What follows belongs to an exercise in optimizing a design on an open flow for small area; a production flow would make more cautious choices. No run shown here included a check of the RTL's function; only the layout flow was run. Power and IR drop assume default switching activity.

$ cat design/flow/constraint.sdc
create_clock -name core_clock -period 6.0 [get_ports {clk}]
set_input_delay 1.2000 -clock core_clock [delete_from_list [all_inputs] [get_ports {clk}]]
set_output_delay 1.2000 -clock core_clock [all_outputs]
set_load 0.01 [all_outputs]
$ cat design/flow/design.v
module fix_mult (s0, s1, s2, s3, lo, hi, c);
input  [15:0] s0, s1, s2, s3;
output [12:0] lo;
output [12:0] hi;
output c;
wire w0, w1;
fa u1 (.a(s0[2]), .b(s0[0]), .c(s2[2]), .s(w0), .co(w1));
wire w2 = ~w0;
wire w3, w4;
fa u2 (.a(s1[0]), .b(s3[0]), .c(w2), .s(w3), .co(w4));
wire w5 = s0[3] ^ s0[1];
wire w6 = s0[3] | s0[1];
wire w7, w8;
fa u3 (.a(w5), .b(s1[1]), .c(s3[1]), .s(w7), .co(w8));
wire w9 = ~w7;
wire w10, w11;
fa u4 (.a(s2[3]), .b(w1), .c(w9), .s(w10), .co(w11));
wire w12, w13;
fa u5 (.a(s0[4]), .b(s0[2]), .c(w6), .s(w12), .co(w13));
wire w14 = ~s1[2];
wire w15, w16;
fa u6 (.a(w12), .b(w14), .c(s2[4]), .s(w15), .co(w16));
wire w17 = ~w15;
wire w18, w19;
fa u7 (.a(s3[2]), .b(w8), .c(w17), .s(w18), .co(w19));
wire w20 = s0[5] ^ s0[3];
wire w21 = s0[5] | s0[3];
wire w22, w23;
fa u8 (.a(w20), .b(s1[3]), .c(s3[0]), .s(w22), .co(w23));
wire w24 = ~s3[3];
wire w25, w26;
fa u9 (.a(w13), .b(s2[5]), .c(w24), .s(w25), .co(w26));
wire w27 = ~w22;
wire w28, w29;
fa u10 (.a(w27), .b(w16), .c(w25), .s(w28), .co(w29));
wire w30, w31;
fa u11 (.a(s0[6]), .b(s0[4]), .c(w21), .s(w30), .co(w31));
wire w32, w33;
fa u12 (.a(w30), .b(s1[0]), .c(s2[6]), .s(w32), .co(w33));
wire w34, w35;
fa u13 (.a(s1[4]), .b(s3[1]), .c(s3[4]), .s(w34), .co(w35));
wire w36 = ~w32;
wire w37, w38;
fa u14 (.a(w23), .b(w36), .c(w34), .s(w37), .co(w38));
wire w39 = ~w37;
wire w40, w41;
fa u15 (.a(w26), .b(w39), .c(w29), .s(w40), .co(w41));
wire w42, w43;
fa u16 (.a(s0[7]), .b(s0[5]), .c(w31), .s(w42), .co(w43));
wire w44, w45;
fa u17 (.a(w42), .b(s1[1]), .c(s2[7]), .s(w44), .co(w45));
wire w46, w47;
fa u18 (.a(s1[5]), .b(s3[2]), .c(s3[5]), .s(w46), .co(w47));
wire w48 = ~w35;
wire w49, w50;
fa u19 (.a(w33), .b(w48), .c(w44), .s(w49), .co(w50));
wire w51 = ~w49;
wire w52, w53;
fa u20 (.a(w46), .b(w38), .c(w51), .s(w52), .co(w53));
wire w54, w55;
fa u21 (.a(s0[8]), .b(s0[6]), .c(w43), .s(w54), .co(w55));
wire w56, w57;
fa u22 (.a(w54), .b(s1[2]), .c(s2[8]), .s(w56), .co(w57));
wire w58, w59;
fa u23 (.a(s1[6]), .b(s3[3]), .c(s3[6]), .s(w58), .co(w59));
wire w60, w61;
fa u24 (.a(s2[0]), .b(w45), .c(w56), .s(w60), .co(w61));
wire w62 = ~w60;
wire w63, w64;
fa u25 (.a(w47), .b(w58), .c(w62), .s(w63), .co(w64));
wire w65 = ~w50;
wire w66, w67;
fa u26 (.a(w65), .b(w63), .c(w53), .s(w66), .co(w67));
wire w68, w69;
fa u27 (.a(s0[9]), .b(s0[7]), .c(w55), .s(w68), .co(w69));
wire w70, w71;
fa u28 (.a(s1[3]), .b(s2[9]), .c(s2[1]), .s(w70), .co(w71));
wire w72, w73;
fa u29 (.a(s1[7]), .b(s3[4]), .c(s3[7]), .s(w72), .co(w73));
wire w74, w75;
fa u30 (.a(s3[0]), .b(w68), .c(w57), .s(w74), .co(w75));
wire w76 = ~w70;
wire w77, w78;
fa u31 (.a(w59), .b(w76), .c(w72), .s(w77), .co(w78));
wire w79 = ~w77;
wire w80, w81;
fa u32 (.a(w61), .b(w74), .c(w79), .s(w80), .co(w81));
wire w82 = ~w80;
wire w83, w84;
fa u33 (.a(w64), .b(w82), .c(w67), .s(w83), .co(w84));
wire w85, w86;
fa u34 (.a(s0[10]), .b(s0[8]), .c(s1[4]), .s(w85), .co(w86));
wire w87, w88;
fa u35 (.a(s2[10]), .b(s2[2]), .c(s3[1]), .s(w87), .co(w88));
wire w89, w90;
fa u36 (.a(s1[8]), .b(s3[5]), .c(s3[8]), .s(w89), .co(w90));
wire w91, w92;
fa u37 (.a(w69), .b(w71), .c(w85), .s(w91), .co(w92));
wire w93 = ~w87;
wire w94, w95;
fa u38 (.a(w73), .b(w93), .c(w89), .s(w94), .co(w95));
wire w96 = ~w78;
wire w97, w98;
fa u39 (.a(w75), .b(w91), .c(w96), .s(w97), .co(w98));
wire w99 = ~w94;
wire w100, w101;
fa u40 (.a(w99), .b(w81), .c(w97), .s(w100), .co(w101));
wire w102, w103;
fa u41 (.a(s0[11]), .b(s0[9]), .c(s1[5]), .s(w102), .co(w103));
wire w104, w105;
fa u42 (.a(s2[11]), .b(s2[3]), .c(s3[2]), .s(w104), .co(w105));
wire w106, w107;
fa u43 (.a(s1[9]), .b(s3[6]), .c(s3[9]), .s(w106), .co(w107));
wire w108, w109;
fa u44 (.a(w86), .b(w88), .c(w102), .s(w108), .co(w109));
wire w110 = ~w104;
wire w111, w112;
fa u45 (.a(w90), .b(w110), .c(w106), .s(w111), .co(w112));
wire w113 = ~w95;
wire w114, w115;
fa u46 (.a(w92), .b(w108), .c(w113), .s(w114), .co(w115));
wire w116 = ~w111;
wire w117, w118;
fa u47 (.a(w116), .b(w98), .c(w114), .s(w117), .co(w118));
wire w119, w120;
fa u48 (.a(s0[12]), .b(s0[10]), .c(s1[6]), .s(w119), .co(w120));
wire w121, w122;
fa u49 (.a(s2[12]), .b(s2[4]), .c(s3[3]), .s(w121), .co(w122));
wire w123, w124;
fa u50 (.a(s1[10]), .b(s3[7]), .c(s3[10]), .s(w123), .co(w124));
wire w125, w126;
fa u51 (.a(w103), .b(w105), .c(w119), .s(w125), .co(w126));
wire w127 = ~w121;
wire w128, w129;
fa u52 (.a(w107), .b(w127), .c(w123), .s(w128), .co(w129));
wire w130 = ~w112;
wire w131, w132;
fa u53 (.a(w109), .b(w125), .c(w130), .s(w131), .co(w132));
wire w133 = ~w128;
wire w134, w135;
fa u54 (.a(w133), .b(w115), .c(w131), .s(w134), .co(w135));
wire w136, w137;
fa u55 (.a(s0[13]), .b(s0[11]), .c(s1[7]), .s(w136), .co(w137));
wire w138, w139;
fa u56 (.a(s2[13]), .b(s2[5]), .c(s3[4]), .s(w138), .co(w139));
wire w140, w141;
fa u57 (.a(s1[11]), .b(s3[8]), .c(s3[11]), .s(w140), .co(w141));
wire w142, w143;
fa u58 (.a(w120), .b(w122), .c(w136), .s(w142), .co(w143));
wire w144 = ~w138;
wire w145, w146;
fa u59 (.a(w124), .b(w144), .c(w140), .s(w145), .co(w146));
wire w147 = ~w129;
wire w148, w149;
fa u60 (.a(w126), .b(w142), .c(w147), .s(w148), .co(w149));
wire w150 = ~w145;
wire w151, w152;
fa u61 (.a(w150), .b(w132), .c(w148), .s(w151), .co(w152));
wire w153, w154;
fa u62 (.a(s0[14]), .b(s0[12]), .c(s1[8]), .s(w153), .co(w154));
wire w155, w156;
fa u63 (.a(s2[14]), .b(s2[6]), .c(s3[5]), .s(w155), .co(w156));
wire w157, w158;
fa u64 (.a(s1[12]), .b(s3[9]), .c(s3[12]), .s(w157), .co(w158));
wire w159, w160;
fa u65 (.a(w137), .b(w139), .c(w153), .s(w159), .co(w160));
wire w161 = ~w155;
wire w162, w163;
fa u66 (.a(w141), .b(w161), .c(w157), .s(w162), .co(w163));
wire w164 = ~w146;
wire w165, w166;
fa u67 (.a(w143), .b(w159), .c(w164), .s(w165), .co(w166));
wire w167 = ~w162;
wire w168, w169;
fa u68 (.a(w167), .b(w149), .c(w165), .s(w168), .co(w169));
wire w170, w171;
fa u69 (.a(s0[13]), .b(s1[9]), .c(s2[7]), .s(w170), .co(w171));
wire w172, w173;
fa u70 (.a(s0[15]), .b(s1[13]), .c(s3[10]), .s(w172), .co(w173));
wire w174, w175;
fa u71 (.a(s3[6]), .b(w154), .c(w156), .s(w174), .co(w175));
wire w176, w177;
fa u72 (.a(s3[13]), .b(w158), .c(w172), .s(w176), .co(w177));
wire w178, w179;
fa u73 (.a(w170), .b(w160), .c(w174), .s(w178), .co(w179));
wire w180, w181;
fa u74 (.a(s2[15]), .b(w176), .c(w163), .s(w180), .co(w181));
wire w182 = ~w180;
wire w183, w184;
fa u75 (.a(w178), .b(w182), .c(w166), .s(w183), .co(w184));
wire w185 = s0[14] ^ s1[10];
wire w186 = s0[14] | s1[10];
wire w187, w188;
fa u76 (.a(s1[14]), .b(s3[11]), .c(s3[14]), .s(w187), .co(w188));
wire w189, w190;
fa u77 (.a(s2[8]), .b(s3[7]), .c(w171), .s(w189), .co(w190));
wire w191, w192;
fa u78 (.a(w173), .b(w185), .c(w187), .s(w191), .co(w192));
wire w193 = ~w177;
wire w194, w195;
fa u79 (.a(w175), .b(w193), .c(w189), .s(w194), .co(w195));
wire w196 = ~w179;
wire w197, w198;
fa u80 (.a(w191), .b(w196), .c(w181), .s(w197), .co(w198));
wire w199 = ~w197;
wire w200, w201;
fa u81 (.a(w194), .b(w199), .c(w184), .s(w200), .co(w201));
wire w202, w203;
fa u82 (.a(s1[11]), .b(s2[9]), .c(s3[8]), .s(w202), .co(w203));
wire w204 = ~w186;
wire w205, w206;
fa u83 (.a(s0[15]), .b(s3[12]), .c(w204), .s(w205), .co(w206));
wire w207, w208;
fa u84 (.a(w202), .b(s1[15]), .c(s3[15]), .s(w207), .co(w208));
wire w209, w210;
fa u85 (.a(w188), .b(w205), .c(w192), .s(w209), .co(w210));
wire w211, w212;
fa u86 (.a(w190), .b(w207), .c(w195), .s(w211), .co(w212));
wire w213 = ~w211;
wire w214, w215;
fa u87 (.a(w209), .b(w213), .c(w198), .s(w214), .co(w215));
wire w216, w217;
fa u88 (.a(s1[12]), .b(s2[10]), .c(s3[9]), .s(w216), .co(w217));
wire w218 = ~s3[13];
wire w219, w220;
fa u89 (.a(w218), .b(w203), .c(w216), .s(w219), .co(w220));
wire w221 = ~w206;
wire w222, w223;
fa u90 (.a(w221), .b(w208), .c(w219), .s(w222), .co(w223));
wire w224 = ~w210;
wire w225, w226;
fa u91 (.a(w224), .b(w222), .c(w212), .s(w225), .co(w226));
wire w227 = s1[13] ^ s2[11];
wire w228 = s1[13] | s2[11];
wire w229 = ~s3[14];
wire w230, w231;
fa u92 (.a(s3[10]), .b(w229), .c(w217), .s(w230), .co(w231));
wire w232 = ~w227;
wire w233, w234;
fa u93 (.a(w232), .b(w220), .c(w230), .s(w233), .co(w234));
wire w235, w236;
fa u94 (.a(w223), .b(w233), .c(w226), .s(w235), .co(w236));
wire w237, w238;
fa u95 (.a(s1[14]), .b(s2[12]), .c(s3[11]), .s(w237), .co(w238));
wire w239, w240;
fa u96 (.a(w228), .b(w237), .c(s3[15]), .s(w239), .co(w240));
wire w241, w242;
fa u97 (.a(w231), .b(w239), .c(w234), .s(w241), .co(w242));
wire w243, w244;
fa u98 (.a(s2[13]), .b(s3[12]), .c(w238), .s(w243), .co(w244));
wire w245 = ~s1[15];
wire w246, w247;
fa u99 (.a(w245), .b(w243), .c(w240), .s(w246), .co(w247));
wire w248 = s2[14] ^ s3[13];
wire w249 = s2[14] | s3[13];
wire w250 = ~w248;
wire w251, w252;
fa u100 (.a(w250), .b(w244), .c(w247), .s(w251), .co(w252));
wire w253 = ~s2[15];
wire w254, w255;
fa u101 (.a(s3[14]), .b(w249), .c(w253), .s(w254), .co(w255));
wire cpl_p0 = s0[0] ^ s2[0];
wire cpl_g0 = s0[0] & s2[0];
wire cpl_p1 = s0[1] ^ s2[1];
wire cpl_g1 = s0[1] & s2[1];
wire cpl_p2 = ~w3 ^ 1'b0;
wire cpl_g2 = ~w3 & 1'b0;
wire cpl_p3 = ~w4 ^ w10;
wire cpl_g3 = ~w4 & w10;
wire cpl_p4 = w11 ^ ~w18;
wire cpl_g4 = w11 & ~w18;
wire cpl_p5 = ~w19 ^ w28;
wire cpl_g5 = ~w19 & w28;
wire cpl_p6 = w40 ^ 1'b0;
wire cpl_g6 = w40 & 1'b0;
wire cpl_p7 = w41 ^ ~w52;
wire cpl_g7 = w41 & ~w52;
wire cpl_p8 = ~w66 ^ 1'b0;
wire cpl_g8 = ~w66 & 1'b0;
wire cpl_p9 = ~w83 ^ 1'b0;
wire cpl_g9 = ~w83 & 1'b0;
wire cpl_p10 = ~w84 ^ w100;
wire cpl_g10 = ~w84 & w100;
wire cpl_p11 = w101 ^ w117;
wire cpl_g11 = w101 & w117;
wire cpl_p12 = w118 ^ w134;
wire cpl_g12 = w118 & w134;
wire cpl_G1 = cpl_g1 | (cpl_p1 & cpl_g0);
wire cpl_G2 = cpl_g3 | (cpl_p3 & cpl_g2);
wire cpl_P2 = cpl_p3 & cpl_p2;
wire cpl_G3 = cpl_g5 | (cpl_p5 & cpl_g4);
wire cpl_P3 = cpl_p5 & cpl_p4;
wire cpl_G4 = cpl_g7 | (cpl_p7 & cpl_g6);
wire cpl_P4 = cpl_p7 & cpl_p6;
wire cpl_G5 = cpl_g9 | (cpl_p9 & cpl_g8);
wire cpl_P5 = cpl_p9 & cpl_p8;
wire cpl_G6 = cpl_g11 | (cpl_p11 & cpl_g10);
wire cpl_P6 = cpl_p11 & cpl_p10;
wire cpl_G7 = cpl_G2 | (cpl_P2 & cpl_G1);
wire cpl_G8 = cpl_G4 | (cpl_P4 & cpl_G3);
wire cpl_P8 = cpl_P4 & cpl_P3;
wire cpl_G9 = cpl_G6 | (cpl_P6 & cpl_G5);
wire cpl_P9 = cpl_P6 & cpl_P5;
wire cpl_G10 = cpl_G8 | (cpl_P8 & cpl_G7);
wire cpl_G11 = cpl_G9 | (cpl_P9 & cpl_G10);
wire cpl_G12 = cpl_G3 | (cpl_P3 & cpl_G7);
wire cpl_G13 = cpl_G5 | (cpl_P5 & cpl_G10);
wire cpl_G14 = cpl_g2 | (cpl_p2 & cpl_G1);
wire cpl_G15 = cpl_g4 | (cpl_p4 & cpl_G7);
wire cpl_G16 = cpl_g6 | (cpl_p6 & cpl_G12);
wire cpl_G17 = cpl_g8 | (cpl_p8 & cpl_G10);
wire cpl_G18 = cpl_g10 | (cpl_p10 & cpl_G13);
wire cpl_G19 = cpl_g12 | (cpl_p12 & cpl_G11);
wire [12:0] cpl = {cpl_p12 ^ cpl_G11, cpl_p11 ^ cpl_G18, cpl_p10 ^ cpl_G13, cpl_p9 ^ cpl_G17, cpl_p8 ^ cpl_G10, cpl_p7 ^ cpl_G16, cpl_p6 ^ cpl_G12, cpl_p5 ^ cpl_G15, cpl_p4 ^ cpl_G7, cpl_p3 ^ cpl_G14, cpl_p2 ^ cpl_G1, cpl_p1 ^ cpl_g0, cpl_p0};
wire cpl_co = cpl_G19;
wire cph_p0 = w135 ^ w151;
wire cph_g0 = w135 & w151;
wire cph_p1 = w152 ^ w168;
wire cph_g1 = w152 & w168;
wire cph_p2 = w169 ^ w183;
wire cph_g2 = w169 & w183;
wire cph_p3 = w200 ^ 1'b0;
wire cph_g3 = w200 & 1'b0;
wire cph_p4 = w201 ^ ~w214;
wire cph_g4 = w201 & ~w214;
wire cph_p5 = ~w215 ^ w225;
wire cph_g5 = ~w215 & w225;
wire cph_p6 = w235 ^ 1'b0;
wire cph_g6 = w235 & 1'b0;
wire cph_p7 = w236 ^ w241;
wire cph_g7 = w236 & w241;
wire cph_p8 = w242 ^ w246;
wire cph_g8 = w242 & w246;
wire cph_p9 = w251 ^ 1'b0;
wire cph_g9 = w251 & 1'b0;
wire cph_p10 = w252 ^ w254;
wire cph_g10 = w252 & w254;
wire cph_p11 = ~s3[15] ^ w255;
wire cph_g11 = ~s3[15] & w255;
wire cph_p12 = 1'b1 ^ 1'b0;
wire cph_g12 = 1'b1 & 1'b0;
wire cph_G1 = cph_g1 | (cph_p1 & cph_g0);
wire cph_G2 = cph_g3 | (cph_p3 & cph_g2);
wire cph_P2 = cph_p3 & cph_p2;
wire cph_G3 = cph_g5 | (cph_p5 & cph_g4);
wire cph_P3 = cph_p5 & cph_p4;
wire cph_G4 = cph_g7 | (cph_p7 & cph_g6);
wire cph_P4 = cph_p7 & cph_p6;
wire cph_G5 = cph_g9 | (cph_p9 & cph_g8);
wire cph_P5 = cph_p9 & cph_p8;
wire cph_G6 = cph_g11 | (cph_p11 & cph_g10);
wire cph_P6 = cph_p11 & cph_p10;
wire cph_G7 = cph_G2 | (cph_P2 & cph_G1);
wire cph_G8 = cph_G4 | (cph_P4 & cph_G3);
wire cph_P8 = cph_P4 & cph_P3;
wire cph_G9 = cph_G6 | (cph_P6 & cph_G5);
wire cph_P9 = cph_P6 & cph_P5;
wire cph_G10 = cph_G8 | (cph_P8 & cph_G7);
wire cph_G11 = cph_G9 | (cph_P9 & cph_G10);
wire cph_G12 = cph_G3 | (cph_P3 & cph_G7);
wire cph_G13 = cph_G5 | (cph_P5 & cph_G10);
wire cph_G14 = cph_g2 | (cph_p2 & cph_G1);
wire cph_G15 = cph_g4 | (cph_p4 & cph_G7);
wire cph_G16 = cph_g6 | (cph_p6 & cph_G12);
wire cph_G17 = cph_g8 | (cph_p8 & cph_G10);
wire cph_G18 = cph_g10 | (cph_p10 & cph_G13);
wire cph_G19 = cph_g12 | (cph_p12 & cph_G11);
wire [12:0] cph = {cph_p12 ^ cph_G11, cph_p11 ^ cph_G18, cph_p10 ^ cph_G13, cph_p9 ^ cph_G17, cph_p8 ^ cph_G10, cph_p7 ^ cph_G16, cph_p6 ^ cph_G12, cph_p5 ^ cph_G15, cph_p4 ^ cph_G7, cph_p3 ^ cph_G14, cph_p2 ^ cph_G1, cph_p1 ^ cph_g0, cph_p0};
wire cph_co = cph_G19;
assign lo = cpl;
assign hi = cph;
assign c = cpl_co;
endmodule
module fa (a, b, c, s, co);
input  a, b, c;
output s, co;
assign s  = a ^ b ^ c;
assign co = (a & b) | (a & c) | (b & c);
endmodule
module fir(
	out,
	x,
	clk,
	rest
	);
output [34:0] out;
input         rest;
input  [15:0] x;
input         clk;
reg  [15:0] r0, r1, r2, r3, r4, r5, r6, r7, r8, r9, r10, r11, r12, r13;
reg  [15:0] p;
reg  [2:0]  n;           
reg         z;           
reg  [2:0]  q;           
reg  [12:0] llo;
reg  [12:0] lhi;        
reg         lc;
wire [25:0] l = {lhi + {12'd0, lc}, llo};
wire [3:0] hi = {4{l[25]}} - {1'b0, q};
assign out = {hi, {4{l[25]}}, l, 1'b0} & {35{~z}};
wire [15:0] d7  = (rest && n == 3'd7) ? r6 : 16'd0;
wire [15:0] d14 = rest ? r13 : 16'd0;
wire t1_p0 = r8[0] ^ r13[0];
wire t1_g0 = r8[0] & r13[0];
wire t1_p1 = r8[1] ^ r13[1];
wire t1_g1 = r8[1] & r13[1];
wire t1_p2 = r8[2] ^ r13[2];
wire t1_g2 = r8[2] & r13[2];
wire t1_p3 = r8[3] ^ r13[3];
wire t1_g3 = r8[3] & r13[3];
wire t1_p4 = r8[4] ^ r13[4];
wire t1_g4 = r8[4] & r13[4];
wire t1_p5 = r8[5] ^ r13[5];
wire t1_g5 = r8[5] & r13[5];
wire t1_p6 = r8[6] ^ r13[6];
wire t1_g6 = r8[6] & r13[6];
wire t1_p7 = r8[7] ^ r13[7];
wire t1_g7 = r8[7] & r13[7];
wire t1_p8 = r8[8] ^ r13[8];
wire t1_g8 = r8[8] & r13[8];
wire t1_p9 = r8[9] ^ r13[9];
wire t1_g9 = r8[9] & r13[9];
wire t1_p10 = r8[10] ^ r13[10];
wire t1_g10 = r8[10] & r13[10];
wire t1_p11 = r8[11] ^ r13[11];
wire t1_g11 = r8[11] & r13[11];
wire t1_p12 = r8[12] ^ r13[12];
wire t1_g12 = r8[12] & r13[12];
wire t1_p13 = r8[13] ^ r13[13];
wire t1_g13 = r8[13] & r13[13];
wire t1_p14 = r8[14] ^ r13[14];
wire t1_g14 = r8[14] & r13[14];
wire t1_p15 = r8[15] ^ r13[15];
wire t1_g15 = r8[15] & r13[15];
wire t1_G1 = t1_g1 | (t1_p1 & t1_g0);
wire t1_G2 = t1_g3 | (t1_p3 & t1_g2);
wire t1_P2 = t1_p3 & t1_p2;
wire t1_G3 = t1_g5 | (t1_p5 & t1_g4);
wire t1_P3 = t1_p5 & t1_p4;
wire t1_G4 = t1_g7 | (t1_p7 & t1_g6);
wire t1_P4 = t1_p7 & t1_p6;
wire t1_G5 = t1_g9 | (t1_p9 & t1_g8);
wire t1_P5 = t1_p9 & t1_p8;
wire t1_G6 = t1_g11 | (t1_p11 & t1_g10);
wire t1_P6 = t1_p11 & t1_p10;
wire t1_G7 = t1_g13 | (t1_p13 & t1_g12);
wire t1_P7 = t1_p13 & t1_p12;
wire t1_G8 = t1_g15 | (t1_p15 & t1_g14);
wire t1_P8 = t1_p15 & t1_p14;
wire t1_G9 = t1_G2 | (t1_P2 & t1_G1);
wire t1_G10 = t1_G4 | (t1_P4 & t1_G3);
wire t1_P10 = t1_P4 & t1_P3;
wire t1_G11 = t1_G6 | (t1_P6 & t1_G5);
wire t1_P11 = t1_P6 & t1_P5;
wire t1_G12 = t1_G8 | (t1_P8 & t1_G7);
wire t1_P12 = t1_P8 & t1_P7;
wire t1_G13 = t1_G10 | (t1_P10 & t1_G9);
wire t1_G14 = t1_G12 | (t1_P12 & t1_G11);
wire t1_P14 = t1_P12 & t1_P11;
wire t1_G15 = t1_G14 | (t1_P14 & t1_G13);
wire t1_G16 = t1_G11 | (t1_P11 & t1_G13);
wire t1_G17 = t1_G3 | (t1_P3 & t1_G9);
wire t1_G18 = t1_G5 | (t1_P5 & t1_G13);
wire t1_G19 = t1_G7 | (t1_P7 & t1_G16);
wire t1_G20 = t1_g2 | (t1_p2 & t1_G1);
wire t1_G21 = t1_g4 | (t1_p4 & t1_G9);
wire t1_G22 = t1_g6 | (t1_p6 & t1_G17);
wire t1_G23 = t1_g8 | (t1_p8 & t1_G13);
wire t1_G24 = t1_g10 | (t1_p10 & t1_G18);
wire t1_G25 = t1_g12 | (t1_p12 & t1_G16);
wire t1_G26 = t1_g14 | (t1_p14 & t1_G19);
wire [15:0] t1 = {t1_p15 ^ t1_G26, t1_p14 ^ t1_G19, t1_p13 ^ t1_G25, t1_p12 ^ t1_G16, t1_p11 ^ t1_G24, t1_p10 ^ t1_G18, t1_p9 ^ t1_G23, t1_p8 ^ t1_G13, t1_p7 ^ t1_G22, t1_p6 ^ t1_G17, t1_p5 ^ t1_G21, t1_p4 ^ t1_G9, t1_p3 ^ t1_G20, t1_p2 ^ t1_G1, t1_p1 ^ t1_g0, t1_p0};
wire t1_co = t1_G15;
wire t2_p0 = r9[0] ^ r12[0];
wire t2_g0 = r9[0] & r12[0];
wire t2_p1 = r9[1] ^ r12[1];
wire t2_g1 = r9[1] & r12[1];
wire t2_p2 = r9[2] ^ r12[2];
wire t2_g2 = r9[2] & r12[2];
wire t2_p3 = r9[3] ^ r12[3];
wire t2_g3 = r9[3] & r12[3];
wire t2_p4 = r9[4] ^ r12[4];
wire t2_g4 = r9[4] & r12[4];
wire t2_p5 = r9[5] ^ r12[5];
wire t2_g5 = r9[5] & r12[5];
wire t2_p6 = r9[6] ^ r12[6];
wire t2_g6 = r9[6] & r12[6];
wire t2_p7 = r9[7] ^ r12[7];
wire t2_g7 = r9[7] & r12[7];
wire t2_p8 = r9[8] ^ r12[8];
wire t2_g8 = r9[8] & r12[8];
wire t2_p9 = r9[9] ^ r12[9];
wire t2_g9 = r9[9] & r12[9];
wire t2_p10 = r9[10] ^ r12[10];
wire t2_g10 = r9[10] & r12[10];
wire t2_p11 = r9[11] ^ r12[11];
wire t2_g11 = r9[11] & r12[11];
wire t2_p12 = r9[12] ^ r12[12];
wire t2_g12 = r9[12] & r12[12];
wire t2_p13 = r9[13] ^ r12[13];
wire t2_g13 = r9[13] & r12[13];
wire t2_p14 = r9[14] ^ r12[14];
wire t2_g14 = r9[14] & r12[14];
wire t2_p15 = r9[15] ^ r12[15];
wire t2_g15 = r9[15] & r12[15];
wire t2_G1 = t2_g1 | (t2_p1 & t2_g0);
wire t2_G2 = t2_g3 | (t2_p3 & t2_g2);
wire t2_P2 = t2_p3 & t2_p2;
wire t2_G3 = t2_g5 | (t2_p5 & t2_g4);
wire t2_P3 = t2_p5 & t2_p4;
wire t2_G4 = t2_g7 | (t2_p7 & t2_g6);
wire t2_P4 = t2_p7 & t2_p6;
wire t2_G5 = t2_g9 | (t2_p9 & t2_g8);
wire t2_P5 = t2_p9 & t2_p8;
wire t2_G6 = t2_g11 | (t2_p11 & t2_g10);
wire t2_P6 = t2_p11 & t2_p10;
wire t2_G7 = t2_g13 | (t2_p13 & t2_g12);
wire t2_P7 = t2_p13 & t2_p12;
wire t2_G8 = t2_g15 | (t2_p15 & t2_g14);
wire t2_P8 = t2_p15 & t2_p14;
wire t2_G9 = t2_G2 | (t2_P2 & t2_G1);
wire t2_G10 = t2_G4 | (t2_P4 & t2_G3);
wire t2_P10 = t2_P4 & t2_P3;
wire t2_G11 = t2_G6 | (t2_P6 & t2_G5);
wire t2_P11 = t2_P6 & t2_P5;
wire t2_G12 = t2_G8 | (t2_P8 & t2_G7);
wire t2_P12 = t2_P8 & t2_P7;
wire t2_G13 = t2_G10 | (t2_P10 & t2_G9);
wire t2_G14 = t2_G12 | (t2_P12 & t2_G11);
wire t2_P14 = t2_P12 & t2_P11;
wire t2_G15 = t2_G14 | (t2_P14 & t2_G13);
wire t2_G16 = t2_G11 | (t2_P11 & t2_G13);
wire t2_G17 = t2_G3 | (t2_P3 & t2_G9);
wire t2_G18 = t2_G5 | (t2_P5 & t2_G13);
wire t2_G19 = t2_G7 | (t2_P7 & t2_G16);
wire t2_G20 = t2_g2 | (t2_p2 & t2_G1);
wire t2_G21 = t2_g4 | (t2_p4 & t2_G9);
wire t2_G22 = t2_g6 | (t2_p6 & t2_G17);
wire t2_G23 = t2_g8 | (t2_p8 & t2_G13);
wire t2_G24 = t2_g10 | (t2_p10 & t2_G18);
wire t2_G25 = t2_g12 | (t2_p12 & t2_G16);
wire t2_G26 = t2_g14 | (t2_p14 & t2_G19);
wire [15:0] t2 = {t2_p15 ^ t2_G26, t2_p14 ^ t2_G19, t2_p13 ^ t2_G25, t2_p12 ^ t2_G16, t2_p11 ^ t2_G24, t2_p10 ^ t2_G18, t2_p9 ^ t2_G23, t2_p8 ^ t2_G13, t2_p7 ^ t2_G22, t2_p6 ^ t2_G17, t2_p5 ^ t2_G21, t2_p4 ^ t2_G9, t2_p3 ^ t2_G20, t2_p2 ^ t2_G1, t2_p1 ^ t2_g0, t2_p0};
wire t2_co = t2_G15;
wire t3_p0 = r10[0] ^ r11[0];
wire t3_g0 = r10[0] & r11[0];
wire t3_p1 = r10[1] ^ r11[1];
wire t3_g1 = r10[1] & r11[1];
wire t3_p2 = r10[2] ^ r11[2];
wire t3_g2 = r10[2] & r11[2];
wire t3_p3 = r10[3] ^ r11[3];
wire t3_g3 = r10[3] & r11[3];
wire t3_p4 = r10[4] ^ r11[4];
wire t3_g4 = r10[4] & r11[4];
wire t3_p5 = r10[5] ^ r11[5];
wire t3_g5 = r10[5] & r11[5];
wire t3_p6 = r10[6] ^ r11[6];
wire t3_g6 = r10[6] & r11[6];
wire t3_p7 = r10[7] ^ r11[7];
wire t3_g7 = r10[7] & r11[7];
wire t3_p8 = r10[8] ^ r11[8];
wire t3_g8 = r10[8] & r11[8];
wire t3_p9 = r10[9] ^ r11[9];
wire t3_g9 = r10[9] & r11[9];
wire t3_p10 = r10[10] ^ r11[10];
wire t3_g10 = r10[10] & r11[10];
wire t3_p11 = r10[11] ^ r11[11];
wire t3_g11 = r10[11] & r11[11];
wire t3_p12 = r10[12] ^ r11[12];
wire t3_g12 = r10[12] & r11[12];
wire t3_p13 = r10[13] ^ r11[13];
wire t3_g13 = r10[13] & r11[13];
wire t3_p14 = r10[14] ^ r11[14];
wire t3_g14 = r10[14] & r11[14];
wire t3_p15 = r10[15] ^ r11[15];
wire t3_g15 = r10[15] & r11[15];
wire t3_G1 = t3_g1 | (t3_p1 & t3_g0);
wire t3_G2 = t3_g3 | (t3_p3 & t3_g2);
wire t3_P2 = t3_p3 & t3_p2;
wire t3_G3 = t3_g5 | (t3_p5 & t3_g4);
wire t3_P3 = t3_p5 & t3_p4;
wire t3_G4 = t3_g7 | (t3_p7 & t3_g6);
wire t3_P4 = t3_p7 & t3_p6;
wire t3_G5 = t3_g9 | (t3_p9 & t3_g8);
wire t3_P5 = t3_p9 & t3_p8;
wire t3_G6 = t3_g11 | (t3_p11 & t3_g10);
wire t3_P6 = t3_p11 & t3_p10;
wire t3_G7 = t3_g13 | (t3_p13 & t3_g12);
wire t3_P7 = t3_p13 & t3_p12;
wire t3_G8 = t3_g15 | (t3_p15 & t3_g14);
wire t3_P8 = t3_p15 & t3_p14;
wire t3_G9 = t3_G2 | (t3_P2 & t3_G1);
wire t3_G10 = t3_G4 | (t3_P4 & t3_G3);
wire t3_P10 = t3_P4 & t3_P3;
wire t3_G11 = t3_G6 | (t3_P6 & t3_G5);
wire t3_P11 = t3_P6 & t3_P5;
wire t3_G12 = t3_G8 | (t3_P8 & t3_G7);
wire t3_P12 = t3_P8 & t3_P7;
wire t3_G13 = t3_G10 | (t3_P10 & t3_G9);
wire t3_G14 = t3_G12 | (t3_P12 & t3_G11);
wire t3_P14 = t3_P12 & t3_P11;
wire t3_G15 = t3_G14 | (t3_P14 & t3_G13);
wire t3_G16 = t3_G11 | (t3_P11 & t3_G13);
wire t3_G17 = t3_G3 | (t3_P3 & t3_G9);
wire t3_G18 = t3_G5 | (t3_P5 & t3_G13);
wire t3_G19 = t3_G7 | (t3_P7 & t3_G16);
wire t3_G20 = t3_g2 | (t3_p2 & t3_G1);
wire t3_G21 = t3_g4 | (t3_p4 & t3_G9);
wire t3_G22 = t3_g6 | (t3_p6 & t3_G17);
wire t3_G23 = t3_g8 | (t3_p8 & t3_G13);
wire t3_G24 = t3_g10 | (t3_p10 & t3_G18);
wire t3_G25 = t3_g12 | (t3_p12 & t3_G16);
wire t3_G26 = t3_g14 | (t3_p14 & t3_G19);
wire [15:0] t3 = {t3_p15 ^ t3_G26, t3_p14 ^ t3_G19, t3_p13 ^ t3_G25, t3_p12 ^ t3_G16, t3_p11 ^ t3_G24, t3_p10 ^ t3_G18, t3_p9 ^ t3_G23, t3_p8 ^ t3_G13, t3_p7 ^ t3_G22, t3_p6 ^ t3_G17, t3_p5 ^ t3_G21, t3_p4 ^ t3_G9, t3_p3 ^ t3_G20, t3_p2 ^ t3_G1, t3_p1 ^ t3_g0, t3_p0};
wire t3_co = t3_G15;
wire pn_p0 = d7[0] ^ d14[0];
wire pn_g0 = d7[0] & d14[0];
wire pn_p1 = d7[1] ^ d14[1];
wire pn_g1 = d7[1] & d14[1];
wire pn_p2 = d7[2] ^ d14[2];
wire pn_g2 = d7[2] & d14[2];
wire pn_p3 = d7[3] ^ d14[3];
wire pn_g3 = d7[3] & d14[3];
wire pn_p4 = d7[4] ^ d14[4];
wire pn_g4 = d7[4] & d14[4];
wire pn_p5 = d7[5] ^ d14[5];
wire pn_g5 = d7[5] & d14[5];
wire pn_p6 = d7[6] ^ d14[6];
wire pn_g6 = d7[6] & d14[6];
wire pn_p7 = d7[7] ^ d14[7];
wire pn_g7 = d7[7] & d14[7];
wire pn_p8 = d7[8] ^ d14[8];
wire pn_g8 = d7[8] & d14[8];
wire pn_p9 = d7[9] ^ d14[9];
wire pn_g9 = d7[9] & d14[9];
wire pn_p10 = d7[10] ^ d14[10];
wire pn_g10 = d7[10] & d14[10];
wire pn_p11 = d7[11] ^ d14[11];
wire pn_g11 = d7[11] & d14[11];
wire pn_p12 = d7[12] ^ d14[12];
wire pn_g12 = d7[12] & d14[12];
wire pn_p13 = d7[13] ^ d14[13];
wire pn_g13 = d7[13] & d14[13];
wire pn_p14 = d7[14] ^ d14[14];
wire pn_g14 = d7[14] & d14[14];
wire pn_p15 = d7[15] ^ d14[15];
wire pn_g15 = d7[15] & d14[15];
wire pn_G1 = pn_g1 | (pn_p1 & pn_g0);
wire pn_G2 = pn_g3 | (pn_p3 & pn_g2);
wire pn_P2 = pn_p3 & pn_p2;
wire pn_G3 = pn_g5 | (pn_p5 & pn_g4);
wire pn_P3 = pn_p5 & pn_p4;
wire pn_G4 = pn_g7 | (pn_p7 & pn_g6);
wire pn_P4 = pn_p7 & pn_p6;
wire pn_G5 = pn_g9 | (pn_p9 & pn_g8);
wire pn_P5 = pn_p9 & pn_p8;
wire pn_G6 = pn_g11 | (pn_p11 & pn_g10);
wire pn_P6 = pn_p11 & pn_p10;
wire pn_G7 = pn_g13 | (pn_p13 & pn_g12);
wire pn_P7 = pn_p13 & pn_p12;
wire pn_G8 = pn_g15 | (pn_p15 & pn_g14);
wire pn_P8 = pn_p15 & pn_p14;
wire pn_G9 = pn_G2 | (pn_P2 & pn_G1);
wire pn_G10 = pn_G4 | (pn_P4 & pn_G3);
wire pn_P10 = pn_P4 & pn_P3;
wire pn_G11 = pn_G6 | (pn_P6 & pn_G5);
wire pn_P11 = pn_P6 & pn_P5;
wire pn_G12 = pn_G8 | (pn_P8 & pn_G7);
wire pn_P12 = pn_P8 & pn_P7;
wire pn_G13 = pn_G10 | (pn_P10 & pn_G9);
wire pn_G14 = pn_G12 | (pn_P12 & pn_G11);
wire pn_P14 = pn_P12 & pn_P11;
wire pn_G15 = pn_G14 | (pn_P14 & pn_G13);
wire pn_G16 = pn_G11 | (pn_P11 & pn_G13);
wire pn_G17 = pn_G3 | (pn_P3 & pn_G9);
wire pn_G18 = pn_G5 | (pn_P5 & pn_G13);
wire pn_G19 = pn_G7 | (pn_P7 & pn_G16);
wire pn_G20 = pn_g2 | (pn_p2 & pn_G1);
wire pn_G21 = pn_g4 | (pn_p4 & pn_G9);
wire pn_G22 = pn_g6 | (pn_p6 & pn_G17);
wire pn_G23 = pn_g8 | (pn_p8 & pn_G13);
wire pn_G24 = pn_g10 | (pn_p10 & pn_G18);
wire pn_G25 = pn_g12 | (pn_p12 & pn_G16);
wire pn_G26 = pn_g14 | (pn_p14 & pn_G19);
wire [15:0] pn = {pn_p15 ^ pn_G26, pn_p14 ^ pn_G19, pn_p13 ^ pn_G25, pn_p12 ^ pn_G16, pn_p11 ^ pn_G24, pn_p10 ^ pn_G18, pn_p9 ^ pn_G23, pn_p8 ^ pn_G13, pn_p7 ^ pn_G22, pn_p6 ^ pn_G17, pn_p5 ^ pn_G21, pn_p4 ^ pn_G9, pn_p3 ^ pn_G20, pn_p2 ^ pn_G1, pn_p1 ^ pn_g0, pn_p0};
wire pn_co = pn_G15;
wire z0 = p[15]  & ~|p[14:0];
wire z1 = t1[15] & ~|t1[14:0];
wire z2 = t2[15] & ~|t2[14:0];
wire z3 = t3[15] & ~|t3[14:0];
wire [15:0] s0 = {p[15]  & ~z0, p[14:0]};
wire [15:0] s1 = {t1[15] & ~z1, t1[14:0]};
wire [15:0] s2 = {t2[15] & ~z2, t2[14:0]};
wire [15:0] s3 = {t3[15] & ~z3, t3[14:0]};
wire [2:0] qn = z0 + z1 + z2 + z3;
wire [12:0] lon;
wire [12:0] hin;
wire cn;
fix_mult core (.s0(s0), .s1(s1), .s2(s2), .s3(s3), .lo(lon), .hi(hin), .c(cn));
always @(posedge clk) begin
	r0  <= x;
	r1  <= r0;
	r2  <= r1;
	r3  <= r2;
	r4  <= r3;
	r5  <= r4;
	r6  <= r5;
	r7  <= d7;
	r8  <= rest ? r7  : 16'd0;
	r9  <= rest ? r8  : 16'd0;
	r10 <= rest ? r9  : 16'd0;
	r11 <= rest ? r10 : 16'd0;
	r12 <= rest ? r11 : 16'd0;
	r13 <= rest ? r12 : 16'd0;
	p   <= pn;
	z   <= ~rest;
	q   <= qn;
	llo <= lon;
	lhi <= hin;
	lc  <= cn;
	if (!rest)
		n <= 3'd0;
	else if (n != 3'd7)
		n <= n + 3'd1;
end
endmodule
$ cat design/flow/config.mk
export PLATFORM = sky130hd
export DESIGN_NAME = fir
export DESIGN_NICKNAME = fir
export VERILOG_FILES = /design/flow/design.v
export SDC_FILE = /design/flow/constraint.sdc
export NUM_CORES = 4
export LEC_CHECK = 0
export CAP_MARGIN = 20
export CORE_MARGIN = 2
export CORE_UTILIZATION = 65
export CTS_BUF_LIST = sky130_fd_sc_hd__clkbuf_4
export SLEW_MARGIN = 20
export SYNTH_HIERARCHICAL = 1
export SYNTH_MINIMUM_KEEP_SIZE = 0
$ cat design/flow/run.sh
#!/bin/bash
# synth_recipe.tcl (not shown) runs the flow's synth.tcl, then flattens the netlist and writes it again
# the make line also repeats each setting of config.mk as NAME=value (left out here)
make -C /OpenROAD-flow-scripts/flow DESIGN_CONFIG=/design/flow/config.mk WORK_HOME=/design/flow/orfs CLKGATE_MAP_FILE= SYNTH_SCRIPT=/design/flow/synth_recipe.tcl finish
==> notes.md, run 1 <==
Die Y 142 um; post-synth top area share 0.441; total power draw 3.74 mW; GPL Wtd Cong 0.925; most frequent cells after synthesis dfxtp_1 (274), fa_1 (144), inv_1 (126); worst vdd ir 0.273 mV; CP Data Arrival Time 6600 ps; Hold Vio Cnt, Final 0; core box area 18700 um^2; reg2reg end lhi[11]$_DFF_P_; Slew headroom 0.451; worst setup margin -88.5 ps; number of I/O pins 53; vias in the first global route 8161; Starting Density 0.665; Async SR Flop Fraction 0; root buffer cell clkbuf_4; area leader, netlist dfxtp_1; clock-pin slew on the worst setup and hold paths 70 ps; # diodes 0; Netlist Area Pre-Place 12400 um^2; critical path cell sequence ha_2 > fa_2 > a211oi_2 > o21a_1 > a21o_1 > o21ai_2 > o31a_1 > fa_2 > fa_2 > fa_2 > fa_2 > fa_2 > inv_1 > fa_1 > inv_2 > ha_4 > a2111oi_4 > o31ai_2 > and2_4 > fa_2 > xor2_1; initial antenna violation count 0; syn avg cell area 11.9 um^2; register area share after synthesis 0.441; Crit-path slowest cell fa_2; Crit Path Category reg -> reg; fill count 1229; Tcrit/Tclk final 1.01; Fmax 164 MHz; HP Class reg -> reg; Worst-Margin Slew 822 ps; synthesis warning total 7; Inserted Clock Buffers 68; worst-path maximum fanout 4; r2r setup slk -90 ps; total wire length 24200 um; hold slack 317 ps; R2R depth 21; main flop type after synthesis dfxtp_1; Netlist cell types 47; power per cell area 254 nW/um^2; Cell Rows 50; max cap viols 0; Yosys reg bits 274; clk buf depth 3; Final ANT Viol Nets 0; Post-synth EDFFs 0; share of layout cells above drive strength 1 0.188; H-tree Lvls 3; hold depth 0; Die W 142 um; r2r startpoint r9[0]$_SDFF_PN0_; Gate Count Post-Synth 1043; Max stage delay on crit path 520 ps; max-slew violation count 0; CP endpoint lhi[11]$_DFF_P_; die area 20200 um^2; Final nets 1461; violated checks setup timing; Multi-input gate area 6540 um^2; cell leakage power 7.17 nW; CP required 6510 ps; routed via count 7602; CP most frequent cell fa_2; final setup fails 4; overflow left after global routing 0; Worst setup EP type register; Final Skew 56.8 ps; Tmin final 6090 ps; Worst Setup SP r9[0]$_SDFF_PN0_; area grow syn2layout 18.3%; Via density 5.11; TritonCTS clock tree done; Clock Latency Late Sink 680 ps; largest net degree at the start of global routing 96; syn_nets 1290; global-route wire length before repair 39400 um; Startpoint Class register; most area-consuming cells after synthesis dfxtp_1 (44%), fa_1 (23%), ha_1 (8.6%), and2_1 (4.7%), inv_1 (3.8%); CTS Sinks 274; per-cell routed wire length 16.3 um; hold_buf cts 0; Detail Placement HPWL 18000 um; residual DRC count 0; Global Route Usage Sum 0.254; drt first pass iters 4; RSZ-0062 raised after global routing yes; outcome finished with violations; Port Buffer Count 51; FF+latch area 5490 um^2; Iter 0 DRT Violations 340; count leader, synth dfxtp_1
-- power breakdown --
| group | leakage (nW) | internal, mW | switching (mW) |
|---|---|---|---|
| clock network | 0.487 | 0.804 | 0.725 |
| registers | 2.25 | 1.88 | 0.0176 |
| logic | 4.43 | 0.175 | 0.145 |
-- per-module statistics from Yosys (local to each module, per instance) --
| module | times used | cell area, um^2 |
|---|---|---|
| fix_mult | 1 | 1060 |
| fa | 101 | 20.0 |
| fir | 1 | 9350 |
-- per-stage QoR --
stage	setup TNS [ps]	cells	area (um^2)	setup WS, ps	utilization
global placement	-536	1361	13600	-225	0.728
global route	-1320	1487	14700	-313	0.786
detailed placement	-867	1361	13600	-280	0.728
CTS	-221	1485	14600	-82.7	0.783
floorplan	0	1043	12500	0.883	-
finish	-184	1487	14700	-88.5	0.786
-- layout make-up --
cell class | instances | share of cell area
well taps | 234 | 0.0199
multi-input cells | 617 | 0.445
flip-flops and latches | 274 | 0.373
clock buffers | 93 | 0.0475
repair buffers | 127 | 0.0739
clock inverters | 16 | 0.00902
inverters | 126 | 0.0321
-- layout by cell type, fill, tap and decap left out, drive strengths merged, types with 16 or more instances in the layout --
cell type | netlist | layout
dfxtp | 274 | 274
fa | 144 | 144
inv | 126 | 128
clkbuf | 19 | 93
and2 | 93 | 93
ha | 85 | 85
buf | 7 | 77
nor2 | 54 | 54
clkdlybuf4s50 | 0 | 50
xor2 | 31 | 31
nand2 | 23 | 23
xnor2 | 23 | 23
a21oi | 21 | 21
o21ai | 17 | 17
nor2b | 16 | 16
-- cell families after synthesis --
family                   share of synthesized area
flip-flops                                   0.441
AND/OR/NAND/NOR                              0.110
adder cells (fa/ha/maj)                      0.317
buffers and inverters                       0.0480
AO/OA/AOI/OAI                               0.0429
XOR/XNOR                                    0.0380
multiplexers                               0.00161
other                                     0.000302
-- worst max-delay path: cells and delay by family, from the launching register on --
kind / cells / cell delay [ps]
adders and majority gates: 10 / 3720
AOI/OAI and AO/OA: 7 / 1440
DFF: 1 / 310
xor gates and xnor gates: 1 / 170
and+or+nand+nor: 1 / 160
buffers and inverters: 2 / 130
-- repair_timing --
action | CTS | global route
pin swaps | 19 | 17
setup buffers | 15 | 2
resized for setup | 26 | 14
endpoints found under the setup margin | 4 | 9
-- how the worst min path moves through the flow --
stage,end,from
2_1_floorplan,r1[0]$_DFF_P_,r0[0]$_DFF_P_
4_1_cts,r2[8]$_DFF_P_,r1[8]$_DFF_P_
3_5_place_dp,r1[14]$_DFF_P_,r0[14]$_DFF_P_
5_1_grt,r2[8]$_DFF_P_,r1[8]$_DFF_P_
6_report,r3[3]$_DFF_P_,r2[3]$_DFF_P_
3_3_place_gp,r6[14]$_DFF_P_,r5[14]$_DFF_P_
-- metal layers --
| metal | vias to the layer above | share of wire | track usage |
|---|---|---|---|
| met5 | - | 0 | 0 |
| met4 | 0 | 0.023 | 0.0896 |
| met3 | 48 | 0.057 | 0.0680 |
| met2 | 205 | 0.49 | 0.439 |
| met1 | 3675 | 0.43 | 0.310 |
| li1 | 3674 | - | - |
==> inputs of run 2 (changes only) <==
--- a/design/flow/config.mk
+++ b/design/flow/config.mk
@@ -7,8 +7,7 @@
 export LEC_CHECK = 0
 export CAP_MARGIN = 20
 export CORE_MARGIN = 2
-export CORE_UTILIZATION = 65
-export CTS_BUF_LIST = sky130_fd_sc_hd__clkbuf_4
+export CORE_UTILIZATION = 40
 export SLEW_MARGIN = 20
 export SYNTH_HIERARCHICAL = 1
 export SYNTH_MINIMUM_KEEP_SIZE = 0
==> run 2 against run 1 <==
Net effect: sequential power barely moved; clock skew fell by 42 ps; largest power group unchanged; die area rose by 61%; wire length is 2.7% lower; combinational power is essentially flat; critical path depth is 1 higher; highest routed layer unchanged; global-route usage down 10 points; still fails the layout checks on setup timing; maximum frequency rose by 0.16%.
==> notes.md, run 2 <==
Yosys reg bits 274; root buffer cell clkbuf_16; Final ANT Viol Nets 0; metal2 WL 10600 um; worst-path maximum fanout 2; Reg power frac 0.463; clock-pin slew on the worst setup and hold paths 60 ps; Final Skew 15.2 ps; Hold Vio Cnt, Final 0; Tmin final 6080 ps; violated checks setup timing; P_int 3.18 mW; share of layout cells above drive strength 1 0.160; global-route wire length before repair 39000 um; Startpoint Class register; Gate Count Post-Synth 1043; post-synth top area share 0.441; fin cells 1599; Max stage delay on crit path 530 ps; Global Route Usage Sum 0.150; met3 WL 1140 um; fill count 2769; hold_buf cts 0; Post-synth EDFFs 0; Worst-Margin Slew 684 ps; hold slack 322 ps; GPL Wtd Cong 0.858; max layer used met4; Tcrit/Tclk final 1.01; area grow syn2layout 22.1%; syn avg cell area 11.9 um^2; # diodes 0; register area share after synthesis 0.441; Netlist cell types 47; core box area 30600 um^2; Clock Latency Late Sink 560 ps; r2r setup slk -80 ps; CP required 6450 ps; initial antenna violation count 0; residual DRC count 0; count leader, synth dfxtp_1; die area 32500 um^2; Die Y 180 um; delay-heaviest family, CP adder cells; number of I/O pins 53; Async SR Flop Fraction 0; worst setup margin -79.0 ps; most common cell after layout, fill and taps aside dfxtp_1; final setup fails 4; drt first pass iters 4; Starting Density 0.406; most frequent cells after synthesis dfxtp_1 (274), fa_1 (144), inv_1 (126); main flop type after synthesis dfxtp_1; Port Buffer Count 51; critical path cell sequence ha_4 > fa_2 > a21o_1 > a21oi_2 > o21a_1 > o21ai_2 > a211o_1 > fa_2 > xnor2_4 > inv_2 > fa_1 > fa_1 > fa_2 > fa_2 > inv_2 > fa_2 > ha_4 > a2111oi_4 > o31ai_2 > and2_1 > fa_2 > xor2_1; HP Class reg -> reg; Crit-path slowest cell fa_2; routed via count 7208; overflow left after global routing 0; Psw 0.896 mW; Iter 0 DRT Violations 306; Logic pwr share 0.079; CP most frequent cell fa_2; power per cell area 269 nW/um^2; per-cell routed wire length 14.7 um; Metal-1 WL 10800 um; Slew headroom 0.542; Netlist Area Pre-Place 12400 um^2; most frequent cells in the layout dfxtp_1 (272), inv_1 (123), fa_1 (122); vias in the first global route 7547; TritonCTS clock tree done; CTS Sinks 274; syn_nets 1290; area leader, netlist dfxtp_1; Cell Rows 64; Inserted Clock Buffers 29; Worst setup EP type register; Detail Placement HPWL 18400 um; max cap viols 0; Clk pwr share 0.458; total power draw 4.08 mW; most area-consuming cells after synthesis dfxtp_1 (44%), fa_1 (23%), ha_1 (8.6%), and2_1 (4.7%), inv_1 (3.8%); outcome finished with violations; clk buf depth 3; largest net degree at the start of global routing 78; RSZ-0062 raised after global routing yes; cell leakage power 7.20 nW; worst vdd ir 0.293 mV; Fmax 165 MHz; H-tree Lvls 1; total wire length 23500 um; Crit Path Category reg -> reg; Sw Ratio 0.220; WP buf/inv 2; max-slew violation count 0; pre-CTS setup slack -360 ps; Final nets 1427; placed cell count 1526; CP Data Arrival Time 6530 ps; synthesis warning total 7; Via density 4.51; Die W 180 um; TNS Setup -181 ps
==> run 2: cell families (layout without fill, tap and decap cells) <==
family,after synthesis,in the layout,synth area share
buffers and inverters,152,312,0.0480
muxes,2,2,0.00161
DFF,274,274,0.441
and+or+nand+nor,250,250,0.110
xor gates and xnor gates,54,54,0.0380
other,1,1,0.000302
AOI/OAI and AO/OA,81,81,0.0429
adders and majority gates,229,229,0.317
==> run 2: what timing repair did <==
action                     in CTS  in global routing
buffers inserted               17                  2
pin swaps                      23                 11
setup endpoints to repair       4                  7
resized for setup              26                 18
==> run 2: Yosys stat by module (local to each module, per instance) <==
module	cells inside	copies in the design	flip-flops and latches	cell area, um^2
fir	793	1	274	9350
fix_mult	149	1	0	1060
fa	1	101	0	20.0
==> run 2: worst register-to-register path, stage by stage, from the launching register on <==
cell and delay (ps):
dfxtp_2 340, ha_4 160, fa_2 330, a21o_1 170, a21oi_2 170, o21a_1 180
o21ai_2 90, a211o_1 280, fa_2 390, xnor2_4 180, inv_2 70, fa_1 470
fa_1 510, fa_2 360, fa_2 530, inv_2 40, fa_2 380, ha_4 190
a2111oi_4 320, o31ai_2 140, and2_1 180, fa_2 330, xor2_1 160
==> run 2: final timing paths <==
check / start / to / cells after the start
setup / recovery: r8[0]$_SDFF_PN0_ / lhi[11]$_DFF_P_ / 22
hold / removal: r2[2]$_DFF_P_ / r3[2]$_DFF_P_ / 0
setup reg to reg: r8[0]$_SDFF_PN0_ / lhi[11]$_DFF_P_ / 22
hold reg to reg: r2[2]$_DFF_P_ / r3[2]$_DFF_P_ / 0
==> run 2: final cells by class <==
type | instances | area (um^2) | area share
Clock buffer | 42 | 865 | 0.0569
Clock inverter | 12 | 161 | 0.0106
Inverter | 126 | 473 | 0.0311
Multi-Input combinational cell | 617 | 6590 | 0.434
Sequential cell | 274 | 5490 | 0.361
Tap cell | 396 | 495 | 0.0326
Timing Repair Buffer | 132 | 1110 | 0.0733
==> run 2: layer usage <==
metal / vias up / GRT usage
met5: - / 0
met4: 0 / 0.0503
met3: 56 / 0.0253
met2: 151 / 0.248
met1: 3422 / 0.200
li1: 3579 / -
==> run 2: through the flow <==
step | util | cell area [um^2]
after global routing | 0.496 | 15200
after detailed placement | 0.452 | 13800
final | 0.496 | 15200
after CTS | 0.493 | 15100
after floorplan | - | 12500
after global placement | 0.452 | 13800
==> run 2: power by group through the flow <==
stage	registers, mW	clock network [mW]	logic (mW)
floorplan	1.93	0	0.201
global placement	1.93	0	0.314
detailed placement	1.93	0	0.323
CTS	1.89	1.92	0.328
global route	1.90	2.00	0.356
finish	1.89	1.87	0.322

==> what the ideal ports hide <==
No port has a modelled driver above. Below, the same layouts with a new extraction and two added sets of constraints. Step 1, drivers: a clkbuf_16 drives clk and a buf_2 each remaining input, both assumed. Step 2 times the ports against the registers' clock, not the clock port: input delays grow and output delays shrink by t, the midpoint of the rising clock arrivals with the driver on. Three values: no drivers, after step 1, after step 2; two values: the first two.
| run | t, ns | slack for setup (ns) | worst hold slack (ns) |
|---|---|---|---|
| run 1 | 0.685 | -0.088 / -0.088 / -0.088 | 0.317 / 0.317 / 0.317 |
| run 2 | 0.599 | -0.079 / -0.079 / -0.079 | 0.322 / 0.322 / 0.322 |
